Background: an optimization exercise with open tools, aiming at small area, a short achievable clock period and few clock cycles. Do not read the settings as production practice. RTL that was checked went through simulation tests only; none was proved equivalent to the original. Power figures rest on the tool's default switching activity, not on a simulated workload.

v6:
Design Sobel, start of the top module:
module Sobel (
    input         ap_clk,
    input         ap_rst,
    input         ap_start,
    output        ap_done,
    output        ap_idle,
    output        ap_ready,
    input  [31:0] p_src_mat_rows_read,
    input  [31:0] p_src_mat_cols_read,
    output [11:0] p_src_mat_data_V_address0,
    output        p_src_mat_data_V_ce0,
    input  [7:0]  p_src_mat_data_V_q0,
    output [11:0] p_dst_matx_data_V_address0,
    output        p_dst_matx_data_V_ce0,
    output        p_dst_matx_data_V_we0,
    output [7:0]  p_dst_matx_data_V_d0,
    output [11:0] p_dst_maty_data_V_address0,
    output        p_dst_maty_data_V_ce0,
    output        p_dst_maty_data_V_we0,
    output [7:0]  p_dst_maty_data_V_d0
);
export LEC_CHECK = 0
export CAP_MARGIN = 20
export CORE_MARGIN = 2
export CORE_UTILIZATION = 55
export CTS_CLUSTER_DIAMETER = 80
export CTS_CLUSTER_SIZE = 32
export SETUP_SLACK_MARGIN = 2.9
export SLEW_MARGIN = 20
export BUFFER_PORTS_ARGS = -buffer_cell sky130_fd_sc_hd__buf_1
create_clock -name core_clock -period 5.0 [get_ports {ap_clk}]
standard.sh (not shown) runs the stock make flow with config.mk's settings and CLKGATE_MAP_FILE= SYNTH_SCRIPT=/design/flow/synth_recipe.tcl, a recipe that flattens the netlist after the stock synthesis.
==> flow/flow/run.sh <==
#!/bin/bash
# Standard layout flow; only the cell used to buffer the ports is chosen
# (sky130_fd_sc_hd__buf_1 instead of the tool's default pick).
set -o pipefail
cp standard.sh standard_sh_copy.log
cp config.mk config_orig.log
echo 'export BUFFER_PORTS_ARGS = -buffer_cell sky130_fd_sc_hd__buf_1' >> config.mk
bash standard.sh > standard_run.log 2>&1
The final layout from v6, which completed every stage, passed the timing, DRC and antenna checks at the end of the flow.
Testbench counts of v6, summed over its fixed seeds: cycles 82,208.
For v7, these inputs were changed with respect to v6:
Settings: SETUP_SLACK_MARGIN changed from 2.9 to 2.5.
Results
Number of nets at the end of the flow (v7 vs. v6) decreases by a few percent
Post-layout worst setup margin: v7 and v6 compared, lower one is v7
Against v6, fmax in v7 fell slightly.
Across both runs, part of the cycle the worst path needs was higher for v7 than for v6.
v7 vs. v6: largest fanout on the critical path rose 6, fraction of final layout cells sized beyond drive strength 1 fell by 15 points.


Another version of the RTL of Sobel (not shown whole).
Size in the first run: roughly 1,700 cells after synthesis, about 550 flip-flops.
clock: 5.0 ns
lec_check: 0
cap_margin: 20
core_margin: 2
core_utilization: 55
cts_cluster_diameter: 70
cts_cluster_size: 28
setup_slack_margin: 2.5
slew_margin: 20
buffer_ports_args: -buffer_cell sky130_fd_sc_hd__buf_1
Scripts as last shown in full above: flow/flow/run.sh
The starting point completed with no timing, DRC or antenna violations.
Rerun with:
--- a/flow/config.mk
+++ b/flow/config.mk
@@ -9,5 +9,5 @@
 export CORE_MARGIN = 2
-export CORE_UTILIZATION = 55
-export CTS_CLUSTER_DIAMETER = 70
-export CTS_CLUSTER_SIZE = 28
+export CORE_UTILIZATION = 70
+export CTS_CLUSTER_DIAMETER = 80
+export CTS_CLUSTER_SIZE = 32
 export SETUP_SLACK_MARGIN = 2.5
Result:
- die area decreases by 21%
- global-route usage rose by 4.2 points
- clock skew rises by 4.8 ps
- core utilization came out higher by 14 points
- maximum frequency went down by 0.45%
- count of clock-buffer cells in the layout went down by 15
- routed wire length falls by 2.9%
- power decreases by 11%
- design area fell by 3.7%
- area after synthesis is unchanged
- combinational power stays flat
Function was not checked in any run of this note: the RTL went through the layout flow alone.


rev 12:
Another version of the RTL of Sobel (not shown whole).
Size: roughly 1600 cells after synthesis, ~19000 µm² of cells after synthesis.
clock: 5.0 ns
lec_check: 0
cap_margin: 20
core_margin: 2
core_utilization: 45
cts_cluster_diameter: 80
cts_cluster_size: 32
setup_slack_margin: 2.6
slew_margin: 20
buffer_ports_args: -buffer_cell sky130_fd_sc_hd__buf_1
Scripts as last shown in full above: flow/flow/run.sh
Testbench counts of rev 12, summed over its fixed seeds: cycles 82,208.
[inputs] rev 13 vs rev 12
# rev 12
export LEC_CHECK = 0
export CAP_MARGIN = 20
export CORE_MARGIN = 2
export CORE_UTILIZATION = 45
export CTS_CLUSTER_DIAMETER = 80
export CTS_CLUSTER_SIZE = 32
export SETUP_SLACK_MARGIN = 2.6
export SLEW_MARGIN = 20
export BUFFER_PORTS_ARGS = -buffer_cell sky130_fd_sc_hd__buf_1
create_clock -name core_clock -period 5.0 [get_ports {ap_clk}]
# rev 13
export LEC_CHECK = 0
export CAP_MARGIN = 20
export CORE_MARGIN = 2
export CORE_UTILIZATION = 55
export CTS_CLUSTER_DIAMETER = 80
export CTS_CLUSTER_SIZE = 32
export PLACE_DENSITY = 0.9
export SETUP_SLACK_MARGIN = 2.65
export SLEW_MARGIN = 20
export BUFFER_PORTS_ARGS = -buffer_cell sky130_fd_sc_hd__buf_1
create_clock -name core_clock -period 5.0 [get_ports {ap_clk}]
### Flow results
Total of clock buffers placed in the layout in rev 13 is 7 below rev 12.
Diff rev 12 -> rev 13 | via count of the first global-routing pass | up by a little under 10%
Rev 13 consumes less power than rev 12 does.
The die area in rev 13 is 0.822 times that in rev 12.
First-pass GRT wire length, rev 13 vs rev 12: up by a few percent
Static leakage power sits lower in rev 13 than in rev 12.
Taking rev 12 as the reference, in rev 13 area added between synthesis and finish fell 1.6 points, worst hold slack -0.0042 ns, final area now smaller.
| worst setup slack | rev 13 vs rev 12 | worse |
Across both runs, final worst-path cycle share was higher for rev 13 than for rev 12.


Starting RTL as in the previous note.
## Sobel
module Sobel (
    input         ap_clk,
    input         ap_rst,
    input         ap_start,
    output        ap_done,
    output        ap_idle,
    output        ap_ready,
    input  [31:0] p_src_mat_rows_read,
    input  [31:0] p_src_mat_cols_read,
    output [11:0] p_src_mat_data_V_address0,
    output        p_src_mat_data_V_ce0,
    input  [7:0]  p_src_mat_data_V_q0,
    output [11:0] p_dst_matx_data_V_address0,
    output        p_dst_matx_data_V_ce0,
    output        p_dst_matx_data_V_we0,
    output [7:0]  p_dst_matx_data_V_d0,
    output [11:0] p_dst_maty_data_V_address0,
    output        p_dst_maty_data_V_ce0,
    output        p_dst_maty_data_V_we0,
    output [7:0]  p_dst_maty_data_V_d0
);
localparam NS = 4;             
localparam H  = 1 << NS;       
localparam PW = NS + 1;        
wire [12:0] R_in = p_src_mat_rows_read[12:0];
wire [6:0]  C_in = p_src_mat_cols_read[6:0];
wire [12:0] R_m3  = R_in - 2'd3;
wire [7:0]  kc_in = (R_in <= 13'd2) ? 8'd0 : R_m3[NS +: 8];
wire [PW-1:0] vll = (R_in <= 13'd2) ? 1'b1 : {1'b0, R_m3[NS-1:0]} + 1'b1;
  ...
==> flow/config.mk <==
export PLATFORM = sky130hd
export DESIGN_NAME = Sobel
export DESIGN_NICKNAME = Sobel
export VERILOG_FILES = /design/flow/design.v
export SDC_FILE = /design/flow/constraint.sdc
export NUM_CORES = 4
export LEC_CHECK = 0
export CAP_MARGIN = 20
export CORE_MARGIN = 2
export CORE_UTILIZATION = 55
export CTS_CLUSTER_DIAMETER = 80
export CTS_CLUSTER_SIZE = 32
export SETUP_SLACK_MARGIN = 2.6
export SLEW_MARGIN = 20
export BUFFER_PORTS_ARGS = -buffer_cell sky130_fd_sc_hd__buf_1
==> flow/constraint.sdc <==
create_clock -name core_clock -period 5.0 [get_ports {ap_clk}]
set_input_delay 1.0000 -clock core_clock [delete_from_list [all_inputs] [get_ports {ap_clk}]]
set_output_delay 1.0000 -clock core_clock [all_outputs]
set_load 0.01 [all_outputs]
Scripts as last shown in full above: flow/flow/run.sh
Testbench counts at the start, summed over its fixed seeds: cycles 82,208.
Next try:
SETUP_SLACK_MARGIN = 2.65   (was 2.6)
The new run finished with timing, DRC and antenna clean.
Routed wire length is lower by 1.1%.
Power is higher by 1.1%.
Synthesized area does not change.
Critical path depth does not change.
Flip-flop and latch count stays the same.
Setup slack improved by 15 ps.
Die area is unchanged.
Clock power is about the same.
Count of clock-buffer cells in the layout is lower by 2.
Next try:
PLACE_DENSITY = 0.8   (was unset)
Power rises by 0.61%.
Wire length is about the same.
Clock power climbs by about 2%.
Cell count is about the same.
Cell area barely changes.
Critical path depth went up by 1.
Register-to-register slack gains 30 ps.
Next try:
PLACE_DENSITY = unset   (was 0.8)
SETUP_SLACK_MARGIN = 2.7   (was 2.65)
The new run ran to the end with no violations.
Total power goes up slightly.
Wire length climbs by a few percent.
Area after synthesis stays the same.
Worst setup slack gets worse by 26 ps.
Sequential cell count does not change.
Via count falls slightly.
First-iteration DRC count shrinks by about a fifth.

## static timing again, ports no longer ideal
The flow's constraints put no driver on any port. The routed layouts listed below were extracted and timed again, unchanged, in two steps. Step 1 (the two cells are an assumption about what drives the block):
set clk [get_ports {ap_clk}]
set_driving_cell -lib_cell sky130_fd_sc_hd__clkbuf_16 $clk
set_driving_cell -lib_cell sky130_fd_sc_hd__buf_2 [delete_from_list [all_inputs] $clk]
Step 2 also shifts input and output timing later by t, the mid clock arrival at the registers, as if the neighbouring blocks saw the same clock. a / b / c = no drivers / after step 1 / after step 2; a / b = the first two.
run	t (ns)	setup WS [ns]	hold slack, ns	clock arrival spread, ns	slew at the worst register clock pin (ns)
v6	0.630	2.608 / 2.608 / 2.072	0.326 / 0.326 / 0.326	0.031 / 0.030	0.12 / 0.12
v7	0.611	2.569 / 2.569 / 1.994	0.331 / 0.331 / 0.331	0.028 / 0.029	0.12 / 0.12
the first run of note 2	0.577	2.600 / 2.600 / 2.161	0.315 / 0.315 / 0.315	0.020 / 0.020	0.10 / 0.10
the second run of note 2	0.597	2.589 / 2.567 / 2.302	0.313 / 0.313 / 0.313	0.025 / 0.025	0.12 / 0.12
rev 12	0.623	2.625 / 2.625 / 2.116	0.315 / 0.315 / 0.315	0.026 / 0.027	0.12 / 0.12
rev 13	0.588	2.578 / 2.578 / 2.160	0.311 / 0.311 / 0.311	0.030 / 0.030	0.12 / 0.12
the first run of note 4	0.597	2.628 / 2.609 / 2.126	0.317 / 0.317 / 0.317	0.024 / 0.024	0.11 / 0.11
the second run of note 4	0.605	2.643 / 2.630 / 2.135	0.330 / 0.330 / 0.330	0.031 / 0.031	0.11 / 0.11
the third run of note 4	0.597	2.672 / 2.652 / 2.151	0.310 / 0.310 / 0.310	0.026 / 0.025	0.12 / 0.12
the fourth run of note 4	0.607	2.646 / 2.646 / 2.124	0.312 / 0.312 / 0.312	0.023 / 0.022	0.11 / 0.11
After both steps setup and hold are still met in every run listed. The setup slack of v7, which loses most, moves by 0.000 ns with the drivers and by -0.575 ns with both steps.
